Background: an optimization exercise with open tools, aiming at small area. Do not read the settings as production practice. Only simulation tests tie the RTL to the original design; equivalence was not proved. The clock input has no modelled driver; a real chip could not lean on it and would need a root buffer or a full tree. Power is estimated from default activity; no workload was simulated.

run 1:
==> flow/design.v (excerpt) <==
module UART #(
    parameter WIDTH = 8
)(
    input clk,
    input reset,
    input rx,
    output tx,
    input [WIDTH-1:0] tx_data,
    input tx_en,
    output tx_busy,
    output tx_done,
    output [WIDTH-1:0] rx_data,
    output rx_data_valid,
    output rx_busy
);
Size: ~49 flip-flops, roughly 25 I/O pins.
Settings: LEC_CHECK=0, CAP_MARGIN=20, CORE_MARGIN=2, CORE_UTILIZATION=40, SLEW_MARGIN=20; clock period 10.0 ns.
standard.sh (not shown) runs the stock make flow with config.mk's settings and CLKGATE_MAP_FILE= SYNTH_SCRIPT=/design/flow/synth_recipe.tcl, a recipe that flattens the netlist after the stock synthesis.
==> flow/flow/run.sh <==
#!/bin/bash
# Layout flow: the standard flow (standard.sh) unchanged except for two
# arguments ORFS takes from the environment:
#  - the port buffers buffer_ports inserts are buf_1 cells;
#  - CTS inserts no dummy loads and builds the tree from clkbuf_4 cells.
# The full output of the flow goes to flow.log in the work folder; ORFS
# keeps each step's own log under orfs/logs/.
set -euo pipefail
export BUFFER_PORTS_ARGS="-buffer_cell sky130_fd_sc_hd__buf_1"
export CTS_ARGS="-sink_clustering_enable -repair_clock_nets -dont_use_dummy_load -buf_list sky130_fd_sc_hd__clkbuf_16 -sink_clustering_size 50 -sink_clustering_max_diameter 1000"
bash standard.sh > flow.log 2>&1
> inputs changed (run 1 -> run 2)
--- a/flow/flow/run.sh
+++ b/flow/flow/run.sh
@@ -9,3 +9,3 @@
 export BUFFER_PORTS_ARGS="-buffer_cell sky130_fd_sc_hd__buf_1"
-export CTS_ARGS="-sink_clustering_enable -repair_clock_nets -dont_use_dummy_load -buf_list sky130_fd_sc_hd__clkbuf_16 -sink_clustering_size 50 -sink_clustering_max_diameter 1000"
+export CTS_ARGS="-sink_clustering_enable -repair_clock_nets -dont_use_dummy_load -buf_list {sky130_fd_sc_hd__clkbuf_4 sky130_fd_sc_hd__clkbuf_8}"
 bash standard.sh > flow.log 2>&1
## What came out
Diff run 1 -> run 2: share of total power in sequential cells went up by 8.5 points, number of stages on the worst hold path stayed essentially flat, net switching power now smaller.
Run 1 -> run 2: count of placed standard cells in the final layout, fillers left out delta 0, exact match
[inputs] run 3 vs run 2
Settings: CTS_BUF_LIST now sky130_fd_sc_hd__clkbuf_4, previously not set.
==> flow/run.sh (new file) <==
#!/bin/bash
# synth_recipe.tcl (not shown) runs the flow's synth.tcl, then flattens the netlist and writes it again
# the make line also repeats each setting of config.mk as NAME=value (left out here)
make -C /OpenROAD-flow-scripts/flow DESIGN_CONFIG=/design/flow/config.mk WORK_HOME=/design/flow/orfs CLKGATE_MAP_FILE= SYNTH_SCRIPT=/design/flow/synth_recipe.tcl finish
removed: flow/flow/run.sh
removed: flow/standard.sh
==> run summary <==
Re met1 track utilization from global routing: run 3 and run 2 aren't equal, and the lower value belongs to run 2.
Run 3 vs. run 2: first-iteration DRC count now larger, share of post-route cells with drive strength above 1 went up, clock-pin transition on the worst setup and hold timing paths shows an increase of 0.03 ns, aggregate routed wire length has decreased, clock network area share saw an increase.
Min area added between synthesis and finish across run 3 and run 2: run 2
For run 4, these inputs were changed with respect to run 3:
Settings: CTS_BUF_LIST no longer set, was sky130_fd_sc_hd__clkbuf_4; CTS_CLUSTER_SIZE now 50, previously not set; CTS_CLUSTER_DIAMETER now 500, previously not set.
--- outcome ---
- Where number of vias in the routed layout is concerned, run 3 is outperformed by run 4.
- Compared with run 3, run 4 is the more power-hungry design.
- Run 4: sequential share of cell area 0.69 points below run 3
- Run 4 vs run 3: fmax up in run 4
- Taking run 3 as the reference, in run 4 via count of the first global-routing pass now smaller; total power density per cell area now larger.
Changes in run 5 relative to run 4:
Settings: CTS_BUF_LIST: unset -> sky130_fd_sc_hd__clkbuf_16.
Results
- Count of non-CTS buffers in the layout came out exactly the same in run 5 and run 4.
- Changes observed in run 5 relative to run 4: post-route core utilization now larger, routed wire length now sits higher.
- Run 5 vs. run 4: total power went up by about 14%.
Here is what was changed in the inputs of run 6 compared with run 5.
Settings: a deleted CTS_BUF_LIST that had been sky130_fd_sc_hd__clkbuf_16; a deleted CTS_CLUSTER_SIZE that had been 50; a deleted CTS_CLUSTER_DIAMETER that had been 500.
==> flow/flow/run.sh (new file) <==
#!/bin/bash
# Layout flow: the standard flow (standard.sh) unchanged except for two
# arguments ORFS takes from the environment:
#  - the port buffers buffer_ports inserts are buf_1 cells;
#  - CTS inserts no dummy loads and builds the tree from clkbuf_4 cells.
# The full output of the flow goes to flow.log in the work folder; ORFS
# keeps each step's own log under orfs/logs/.
set -euo pipefail
export BUFFER_PORTS_ARGS="-buffer_cell sky130_fd_sc_hd__buf_1"
export CTS_ARGS="-sink_clustering_enable -repair_clock_nets -dont_use_dummy_load -buf_list {sky130_fd_sc_hd__clkbuf_2 sky130_fd_sc_hd__clkbuf_4 sky130_fd_sc_hd__clkbuf_8}"
bash standard.sh > flow.log 2>&1
==> flow/standard.sh (new file) <==
#!/bin/bash
# synth_recipe.tcl (not shown) runs the flow's synth.tcl, then flattens the netlist and writes it again
# the make line also repeats each setting of config.mk as NAME=value (left out here)
make -C /OpenROAD-flow-scripts/flow DESIGN_CONFIG=/design/flow/config.mk WORK_HOME=/design/flow/orfs CLKGATE_MAP_FILE= SYNTH_SCRIPT=/design/flow/synth_recipe.tcl "${@:-finish}"
removed: flow/run.sh
### Flow results
Run 6: final area about 11% below run 5
Comparing run 6 and run 5, clock-pin transition on the worst setup and hold timing paths is lower on run 5.
Run 6 packs its core more loosely than run 5.
Run 6 finished all stages; the layout is clean.

========
## red
UART again, from the RTL that the note above started with.
export LEC_CHECK = 0
export CAP_MARGIN = 20
export CORE_MARGIN = 2
export CORE_UTILIZATION = 40
export SLEW_MARGIN = 20
create_clock -name core_clock -period 10.0 [get_ports {clk}]
==> flow/flow/run.sh <==
#!/bin/bash
# Layout flow: the standard flow (standard.sh) unchanged except for
# settings ORFS takes from the environment:
#  - the port buffers that buffer_ports inserts are buf_1 cells;
#  - the clock tree is a single clkbuf_8 that the clock port drives and
#    that drives every register's clock pin (cts_hook.tcl, sourced by ORFS
#    just before its CTS step, replaces the H-tree TritonCTS would build).
# The full output of the flow goes to flow.log in the work folder; ORFS
# keeps each step's own log under orfs/logs/.
set -euo pipefail
export BUFFER_PORTS_ARGS="-buffer_cell sky130_fd_sc_hd__buf_1"
export PRE_CTS_TCL="$PWD/flow/cts_hook.tcl"
export CLK_GROUPS=4
export CLK_CELL=sky130_fd_sc_hd__clkbuf_4
bash standard.sh > flow.log 2>&1
Other scripts of this flow, unchanged in this note and not shown: flow/flow/cts_hook.tcl
[inputs] blue vs red
--- a/flow/flow/run.sh
+++ b/flow/flow/run.sh
@@ -5,3 +5,4 @@
-#  - the clock tree is a single clkbuf_8 that the clock port drives and
-#    that drives every register's clock pin (cts_hook.tcl, sourced by ORFS
-#    just before its CTS step, replaces the H-tree TritonCTS would build).
+#  - the clock tree is four clkbuf_4 cells that the clock port drives
+#    directly, each driving the clock pins of the registers in one quarter
+#    of the core (cts_hook.tcl, sourced by ORFS just before its CTS step,
+#    replaces the H-tree TritonCTS would build).
==> run summary <==
Diff red -> blue: count of non-filler cells in the finished layout shows no meaningful change, register bit total from synthesis shows no meaningful change, post-synthesis compound-gate area fraction shows no meaningful change, sequential cell count shows no meaningful change, xor/xnor cell area share of the yosys netlist shows no meaningful change.
In every run of this note, the design's own scripts or RTL, not TritonCTS, make the clock network.

========
## v17
The RTL this note starts from:
==> flow/design.v <==
module UART_TX (
    input clk,
    input reset,
    input [7:0] data,
    input tx_en,
    output tx,
    output busy,
    output done
);
localparam [13:0] START = 14'd15191, LAST = 14'd8157, LAST_MASK = 14'd8149;
localparam [13:0] POL = 14'b01010101010101;
localparam [3:0] Q0 = 4'd8, Q9 = 4'd9;
reg fr, busy_r, txo, done_r, sel;
reg [13:0] cnt;
reg [3:0] q;
wire wrap = ((cnt ^ LAST ^ POL) & LAST_MASK) == 14'd0;
reg [3:0] q_inc;
always @(*) begin
    case (q)
        4'd8: q_inc = 4'd0;
        4'd0: q_inc = 4'd1;
        4'd1: q_inc = 4'd3;
        4'd3: q_inc = 4'd2;
        4'd2: q_inc = 4'd6;
        4'd6: q_inc = 4'd7;
        4'd7: q_inc = 4'd5;
        4'd5: q_inc = 4'd4;
        4'd4: q_inc = 4'd9;
        4'd9: q_inc = 4'd0;
        default: q_inc = 4'bxxxx;
    endcase
end
reg sel_n;
always @(*) begin
    case (q)
        4'd8: sel_n = 0;
        4'd0: sel_n = data[0];
        4'd1: sel_n = data[1];
        4'd3: sel_n = data[2];
        4'd2: sel_n = data[3];
        4'd6: sel_n = data[4];
        4'd7: sel_n = data[5];
        4'd5: sel_n = data[6];
        4'd4: sel_n = data[7];
        4'd9: sel_n = 1;
        default: sel_n = 1'bx;
    endcase
end
always @(posedge clk or posedge reset) begin
    if (reset) begin
        fr     <= 1'b0;
        busy_r <= 1'b0;
        txo    <= 1'b1;
        done_r <= 1'b0;
    end else begin
        fr     <= tx_en;
        busy_r <= fr;
        txo    <= ~fr | sel;
        done_r <= fr & (q == Q9);
    end
end
always @(posedge clk) begin
    cnt <= (~fr | wrap) ? START ^ POL : {~cnt[12:0], cnt[13] ^ cnt[12] ^ POL[0]};
    q   <= (tx_en & fr) ? (wrap ? q_inc : q) : Q0;
    sel <= sel_n;
end
assign tx   = txo;
assign busy = busy_r;
assign done = done_r;
endmodule
module UART_RX (
    input clk,
    input reset,
    input rx,
    output [7:0] data,
    output data_valid,
    output busy
);
localparam [13:0] SB = 14'd7529, S0 = 14'd7531, END = 14'd9252, END_MASK = 14'd6139;
localparam [13:0] POL = 14'b01010101010101;
localparam [3:0] IDLE = 4'd12,
           HALF = 4'd13,
           R0 = 4'd0,
           R1 = 4'd1,
           R2 = 4'd2,
           R3 = 4'd3,
           R4 = 4'd4,
           R5 = 4'd5,
           R6 = 4'd6,
           R7 = 4'd7,
           BIT8 = 4'd8,
           DONE = 4'd10,
           ERR = 4'd9;
reg [3:0] st;      
reg [13:0] cnt;
reg [7:0] sh;
wire ev = ((cnt ^ END ^ POL) & END_MASK) == 14'd0;
reg shift, busy_n;
always @(*) begin
    case (st)
        R0, R1, R2, R3, R4, R5, R6, R7: shift = 1'b1;
        default: shift = 1'b0;
    endcase
    case (st)
        R1, R2, R3, R4, R5, R6, R7: busy_n = 1'b1;
        default: busy_n = 1'b0;
    endcase
end
always @(posedge clk or posedge reset) begin
    if (reset)
        st <= IDLE;
    else begin
        case (st)
            IDLE: if (~rx) st <= HALF;
            HALF: if (ev) st <= R0;
            R0: if (ev) st <= R1;
            R1: if (ev) st <= R2;
            R2: if (ev) st <= R3;
            R3: if (ev) st <= R4;
            R4: if (ev) st <= R5;
            R5: if (ev) st <= R6;
            R6: if (ev) st <= R7;
            R7: if (ev) st <= BIT8;
            BIT8: if (ev) st <= rx ? DONE : ERR;
            default: ;
        endcase
    end
end
always @(posedge clk) begin
    if (st == IDLE)
        cnt <= S0 ^ POL;
    else if (ev)
        cnt <= SB ^ POL;
    else
        cnt <= {~cnt[12:0], cnt[13] ^ cnt[12] ^ POL[0]};
    if (ev && shift)
        sh <= {rx, sh[7:1]};
end
assign data       = sh;
assign data_valid = (st == DONE);
assign busy       = busy_n;
endmodule
module UART #(
    parameter WIDTH = 8
)(
    input clk,
    input reset,
    input rx,
    output tx,
    input [WIDTH-1:0] tx_data,
    input tx_en,
    output tx_busy,
    output tx_done,
    output [WIDTH-1:0] rx_data,
    output rx_data_valid,
    output rx_busy
);
UART_TX uart_tx (
    .clk(clk),
    .reset(reset),
    .data(tx_data),
    .tx_en(tx_en),
    .tx(tx),
    .busy(tx_busy),
    .done(tx_done)
);
UART_RX uart_rx (
    .clk(clk),
    .reset(reset),
    .rx(rx),
    .data(rx_data),
    .data_valid(rx_data_valid),
    .busy(rx_busy)
);
endmodule
clock: 10.0 ns
lec_check: 0
cap_margin: 20
core_margin: 2
core_utilization: 40
cts_cluster_diameter: 200
cts_cluster_size: 25
slew_margin: 20
run.sh (not shown) runs the stock make flow with config.mk's settings and CLKGATE_MAP_FILE= SYNTH_SCRIPT=/design/flow/synth_recipe.tcl, a recipe that flattens the netlist after the stock synthesis.
Stock flow here: none of the scripts above is used.
The following lists how v51 was set up differently from v17:
- removing CTS_CLUSTER_SIZE (formerly 25)
- removing CTS_CLUSTER_DIAMETER (formerly 200)
==> comparison <==
- v51 -> v17: sequential share of layout area delta 0, exact match
- v17 and v51 ended up with roughly the same data arrival at the endpoint of the critical path.
- From v17 to v51, net count after synthesis did not move at all.
- In terms of sequential cell count, v51 and v17 differ only marginally.
The inputs of v39 differ from those of v51 as listed below.
==> flow/flow/run.sh (new file) <==
#!/bin/bash
# Layout flow: the standard flow (standard.sh) unchanged except for two
# arguments ORFS takes from the environment:
#  - the port buffers buffer_ports inserts are buf_1 cells;
#  - CTS inserts no dummy loads and builds the tree from clkbuf_4 cells.
# The full output of the flow goes to flow.log in the work folder; ORFS
# keeps each step's own log under orfs/logs/.
set -euo pipefail
export BUFFER_PORTS_ARGS="-buffer_cell sky130_fd_sc_hd__buf_1"
export CTS_ARGS="-sink_clustering_enable -repair_clock_nets -dont_use_dummy_load -buf_list sky130_fd_sc_hd__clkbuf_8"
bash standard.sh > flow.log 2>&1
==> flow/standard.sh (new file) <==
#!/bin/bash
# synth_recipe.tcl (not shown) runs the flow's synth.tcl, then flattens the netlist and writes it again
# the make line also repeats each setting of config.mk as NAME=value (left out here)
make -C /OpenROAD-flow-scripts/flow DESIGN_CONFIG=/design/flow/config.mk WORK_HOME=/design/flow/orfs CLKGATE_MAP_FILE= SYNTH_SCRIPT=/design/flow/synth_recipe.tcl "${@:-finish}"
removed: flow/run.sh
- No stage failed in v39, and the final checks on the layout all came back clean.
- Timing-limited maximum frequency, v39 vs v51: up by more than 10%
- In the tables for v51 and v39, final worst slack reads higher with v39.
- Compared with v51, v39 is the less power-hungry design.
- Summary of v39 over v51: share of power burned in combinational logic saw a decrease; sequential share of layout area saw an increase; depth of the worst register-to-register path saw little to no change; pre-CTS setup slack saw an increase.

========
Starts from the design.v that is shown in full above.
clock: 10.0 ns
lec_check: 0
cap_margin: 20
core_margin: 2
core_utilization: 40
slew_margin: 20
standard.sh (not shown) runs the stock make flow with config.mk's settings and CLKGATE_MAP_FILE= SYNTH_SCRIPT=/design/flow/synth_recipe.tcl, a recipe that flattens the netlist after the stock synthesis.
==> flow/flow/run.sh <==
#!/bin/bash
# Layout flow: the standard flow (standard.sh) unchanged except for two
# arguments ORFS takes from the environment:
#  - the port buffers buffer_ports inserts are buf_1 cells;
#  - CTS inserts no dummy loads and builds the tree from clkbuf_4 cells.
# The full output of the flow goes to flow.log in the work folder; ORFS
# keeps each step's own log under orfs/logs/.
set -euo pipefail
export BUFFER_PORTS_ARGS="-buffer_cell sky130_fd_sc_hd__buf_1"
export CTS_ARGS="-sink_clustering_enable -repair_clock_nets -dont_use_dummy_load -buf_list sky130_fd_sc_hd__clkbuf_8 -sink_clustering_size 30 -sink_clustering_max_diameter 1000"
bash standard.sh > flow.log 2>&1
The baseline passed the timing, design-rule and antenna checks.
Edit:
--- a/flow/flow/run.sh
+++ b/flow/flow/run.sh
@@ -10 +10 @@
-export CTS_ARGS="-sink_clustering_enable -repair_clock_nets -dont_use_dummy_load -buf_list sky130_fd_sc_hd__clkbuf_8 -sink_clustering_size 30 -sink_clustering_max_diameter 1000"
+export CTS_ARGS="-repair_clock_nets -dont_use_dummy_load -buf_list sky130_fd_sc_hd__clkbuf_16"
Design area rose by 2.9%.
Total power went up by about 15%.
Combinational power is about the same.
Register-to-register slack hardly moves.
Global-route usage drops by 0.18 points.

## port drivers added, routing unchanged
No port has a modelled driver above. Below, the same layouts with a new extraction and two added sets of constraints.
Step 1: set_driving_cell puts a clkbuf_16 on clk and a buf_2 on each other input, an assumption about the parent block.
Step 2, shift: input delay + t, output delay - t, t = (earliest + latest rising clock arrival at the registers) / 2. This alone moves slack from input paths to output paths.
a / b / c = no drivers / after step 1 / after step 2; a / b = the first two.
run	shift t [ns]	slack for setup (ns)	hold WS [ns]	slew at the worst register clock pin (ns)
run 1	0.303	6.656 / 6.626 / 6.930	0.364 / 0.364 / 0.364	0.06 / 0.06
run 2	0.312	6.628 / 6.603 / 6.915	0.368 / 0.368 / 0.368	0.09 / 0.09
run 3	0.361	6.215 / 6.192 / 6.553	0.380 / 0.380 / 0.380	0.12 / 0.12
run 4	0.312	6.289 / 6.263 / 6.576	0.370 / 0.370 / 0.370	0.08 / 0.08
run 5	0.313	6.301 / 6.269 / 6.582	0.365 / 0.365 / 0.365	0.06 / 0.06
run 6	0.312	6.628 / 6.603 / 6.915	0.368 / 0.368 / 0.368	0.09 / 0.09
red	0.209	6.741 / 6.698 / 6.907	0.378 / 0.378 / 0.378	0.11 / 0.11
blue	0.209	6.741 / 6.698 / 6.907	0.378 / 0.378 / 0.378	0.11 / 0.11
v17	0.312	6.289 / 6.263 / 6.576	0.370 / 0.370 / 0.370	0.08 / 0.08
v51	0.312	6.289 / 6.263 / 6.576	0.370 / 0.370 / 0.370	0.08 / 0.08
v39	0.312	6.628 / 6.603 / 6.915	0.368 / 0.368 / 0.368	0.09 / 0.09
the first run of note 4	0.312	6.628 / 6.603 / 6.915	0.368 / 0.368 / 0.368	0.09 / 0.09
the second run of note 4	0.303	6.656 / 6.626 / 6.930	0.364 / 0.364 / 0.364	0.06 / 0.06
After both steps setup and hold are still met in every run listed.
